Source: an optimization exercise on an open RTL-to-GDS flow (aim: small area and a short achievable clock period). Production flows keep margins and buffers that such runs may drop.
Function was checked by simulation only, so behaviour that the tests miss may differ from the original.
Power figures rest on the tool's default switching activity, not on a simulated workload.

==> module ahb_gpio, before the edit <==
module ahb_gpio(input  logic        HCLK,
                input  logic        HRESETn,
                input  logic        WE,       
                input  logic        WADDR,    
                input  logic [31:0] HWDATA,
                input  logic        RADDR,    
                output logic [31:0] RDATA,    
                output logic [31:0] pins_out,
                output logic [31:0] pins_dir);
  logic [31:0] port_d, dir_d;
  assign port_d = (WE & ~WADDR) ? HWDATA : pins_out;
  assign dir_d  = (WE &  WADDR) ? HWDATA : pins_dir;
  always_ff @(posedge HCLK or negedge HRESETn)
    if (~HRESETn) begin
      pins_out <= 32'b0;   
      pins_dir <= 32'b0;   
    end else begin
      pins_out <= port_d;
      pins_dir <= dir_d;
    end
  assign RDATA = RADDR ? dir_d : (dir_d & port_d);
endmodule
==> module ahb_lite, before the edit <==
module ahb_lite(
	input        HCLK,
    input        HRESETn,
    input [31:0] HADDR,
    input        HWRITE,
    input [31:0] HWDATA,
    output[31:0] HRDATA,
    input [31:0] pins_in,
    output[31:0] pins_out,
    output[31:0] pins_dir
);
  wire [3:0]  HSEL;
  wire [31:0] RD0, RD1, RD2, RD3, RDNEXT;
  wire [31:0] RDDEL;
  wire [2:0]  WSEL, WSELDEL;
  wire [3:0]  WADDRDEL;
  wire        PINSELDEL;
  ahb_decoder dec(HADDR, HSEL);
  assign WSEL = {3{HWRITE}} & HSEL[3:1];
  flop #(3)   wselreg(HCLK, WSEL, WSELDEL);
  flop #(4)   waddrreg(HCLK, HADDR[5:2], WADDRDEL);
  ahb_rom     rom  (HADDR[7:2], RD0);
  ahb_ram     ram  (HCLK, WSELDEL[0], WADDRDEL, HWDATA, HADDR[5:2], RD1);
  ahb_gpio    gpio (HCLK, HRESETn, WSELDEL[1], WADDRDEL[0], HWDATA, HADDR[2], RD2, pins_out, pins_dir);
  ahb_timer   timer(HCLK, HRESETn, WSELDEL[2], WADDRDEL[2:0], HWDATA, HADDR[4:2], RD3);
  ahb_mux     mux(HSEL, RD0, RD1, RD2, RD3, RDNEXT);
  flop #(32)  rdreg(HCLK, RDNEXT, RDDEL);
  flop #(1)   pinselreg(HCLK, HSEL[2] & ~HADDR[2], PINSELDEL);
  assign HRDATA = RDDEL | ({32{PINSELDEL}} & ~pins_dir & pins_in);
endmodule
==> flow/config.mk <==
export PLATFORM = sky130hd
export DESIGN_NAME = ahb_lite
export DESIGN_NICKNAME = ahb_lite
export VERILOG_FILES = /design/flow/design.v
export SDC_FILE = /design/flow/constraint.sdc
export NUM_CORES = 4
export LEC_CHECK = 0
export CAP_MARGIN = 20
export CORE_MARGIN = 2
export CORE_UTILIZATION = 45
export CTS_CLUSTER_DIAMETER = 100
export CTS_CLUSTER_SIZE = 20
export SETUP_SLACK_MARGIN = 4.5
export SLEW_MARGIN = 20
==> flow/constraint.sdc <==
create_clock -name core_clock -period 8.0 [get_ports {HCLK}]
set_input_delay 1.6000 -clock core_clock [delete_from_list [all_inputs] [get_ports {HCLK}]]
set_output_delay 1.6000 -clock core_clock [all_outputs]
set_load 0.01 [all_outputs]
standard.sh (not shown) runs the stock make flow with config.mk's settings and CLKGATE_MAP_FILE= SYNTH_SCRIPT=/design/flow/synth_recipe.tcl, a recipe that flattens the netlist after the stock synthesis.
==> flow/flow/run.sh <==
#!/bin/bash
# Standard layout, with small port buffers and the pins_in/HRDATA pins paired.
set -euo pipefail
here=$(pwd)
export BUFFER_PORTS_ARGS="-buffer_cell sky130_fd_sc_hd__buf_1"
export PRE_IO_PLACEMENT_TCL=$here/flow/io.tcl
bash standard.sh > $here/standard.log 2>&1
==> flow/flow/io.tcl <==
# keep each pins_in bit beside the HRDATA bit it feeds
set_io_pin_constraint -group -order -pin_names {pins_in[0] HRDATA[0] pins_in[1] HRDATA[1] pins_in[2] HRDATA[2] pins_in[3] HRDATA[3] pins_in[4] HRDATA[4] pins_in[5] HRDATA[5] pins_in[6] HRDATA[6] pins_in[7] HRDATA[7] pins_in[8] HRDATA[8] pins_in[9] HRDATA[9] pins_in[10] HRDATA[10] pins_in[11] HRDATA[11] pins_in[12] HRDATA[12] pins_in[13] HRDATA[13] pins_in[14] HRDATA[14] pins_in[15] HRDATA[15] pins_in[16] HRDATA[16] pins_in[17] HRDATA[17] pins_in[18] HRDATA[18] pins_in[19] HRDATA[19] pins_in[20] HRDATA[20] pins_in[21] HRDATA[21] pins_in[22] HRDATA[22] pins_in[23] HRDATA[23] pins_in[24] HRDATA[24] pins_in[25] HRDATA[25] pins_in[26] HRDATA[26] pins_in[27] HRDATA[27] pins_in[28] HRDATA[28] pins_in[29] HRDATA[29] pins_in[30] HRDATA[30] pins_in[31] HRDATA[31]}
Then changed:
--- a/flow/design.v
+++ b/flow/design.v
@@ -60,12 +60,13 @@
                 input  logic        HRESETn,
                 input  logic        WE,       
                 input  logic        WADDR,    
                 input  logic [31:0] HWDATA,
                 input  logic        RADDR,    
                 output logic [31:0] RDATA,    
+                output logic [31:0] INDIR,    
                 output logic [31:0] pins_out,
                 output logic [31:0] pins_dir);
   logic [31:0] port_d, dir_d;
   assign port_d = (WE & ~WADDR) ? HWDATA : pins_out;
   assign dir_d  = (WE &  WADDR) ? HWDATA : pins_dir;
   always_ff @(posedge HCLK or negedge HRESETn)
@@ -74,12 +75,13 @@
       pins_dir <= 32'b0;   
     end else begin
       pins_out <= port_d;
       pins_dir <= dir_d;
     end
   assign RDATA = RADDR ? dir_d : (dir_d & port_d);
+  assign INDIR = ~dir_d;
 endmodule
 module ahb_timer(
 	input         HCLK,
     input         HRESETn,
     input         WE,          
     input  [2:0]  WADDR,       
@@ -150,20 +152,20 @@
 );
   wire [3:0]  HSEL;
   wire [31:0] RD0, RD1, RD2, RD3, RDNEXT;
   wire [31:0] RDDEL;
   wire [2:0]  WSEL, WSELDEL;
   wire [3:0]  WADDRDEL;
-  wire        PINSELDEL;
+  wire [31:0] INDIR, PINSELDEL;
   ahb_decoder dec(HADDR, HSEL);
   assign WSEL = {3{HWRITE}} & HSEL[3:1];
   flop #(3)   wselreg(HCLK, WSEL, WSELDEL);
   flop #(4)   waddrreg(HCLK, HADDR[5:2], WADDRDEL);
   ahb_rom     rom  (HADDR[7:2], RD0);
   ahb_ram     ram  (HCLK, WSELDEL[0], WADDRDEL, HWDATA, HADDR[5:2], RD1);
-  ahb_gpio    gpio (HCLK, HRESETn, WSELDEL[1], WADDRDEL[0], HWDATA, HADDR[2], RD2, pins_out, pins_dir);
+  ahb_gpio    gpio (HCLK, HRESETn, WSELDEL[1], WADDRDEL[0], HWDATA, HADDR[2], RD2, INDIR, pins_out, pins_dir);
   ahb_timer   timer(HCLK, HRESETn, WSELDEL[2], WADDRDEL[2:0], HWDATA, HADDR[4:2], RD3);
   ahb_mux     mux(HSEL, RD0, RD1, RD2, RD3, RDNEXT);
   flop #(32)  rdreg(HCLK, RDNEXT, RDDEL);
-  flop #(1)   pinselreg(HCLK, HSEL[2] & ~HADDR[2], PINSELDEL);
-  assign HRDATA = RDDEL | ({32{PINSELDEL}} & ~pins_dir & pins_in);
+  flop #(32)  pinselreg(HCLK, {32{HSEL[2] & ~HADDR[2]}} & INDIR, PINSELDEL);
+  assign HRDATA = RDDEL | (PINSELDEL & pins_in);
 endmodule
=>
- The changed run ran to the end with no violations
- via count goes down slightly
- wire length fell by a few percent
- final area rose slightly
- clock power went up by a few percent
- utilization goes up by 0.18 points
- worst setup slack is better by 0.24 ns
- register-to-register slack is better by 0.08 ns

[separate check: timing with driven ports]
The results above use ideal ports. As a check the final layouts listed here were re-extracted and re-timed, cells and wires unchanged. Step 1 sets driving cells, clkbuf_16 on the clock port and buf_2 on the other inputs (assumed; they add their load-dependent delay and slew). Step 2 adds t to the input delays and takes it off the output delays; t is the mean of the earliest and latest rising clock arrival at the registers after step 1. Input paths then give back, and output paths get back, about the clock's delay inside the block. Three values: ideal, step 1, step 2; two values: the first two.
run | shift t [ns] | setup slack, ns | worst hold slack (ns) | pins driven straight from the clock port
the first run | 0.707 | 4.181 / 4.128 / 3.534 | 0.537 / 0.537 / 0.537 | 1
the second run | 0.705 | 4.426 / 4.356 / 3.651 | 0.523 / 0.523 / 0.523 | 1
After both steps setup and hold are still met in every run listed. The setup slack of the second run, which loses most, moves by -0.070 ns with the drivers and by -0.775 ns with both steps.
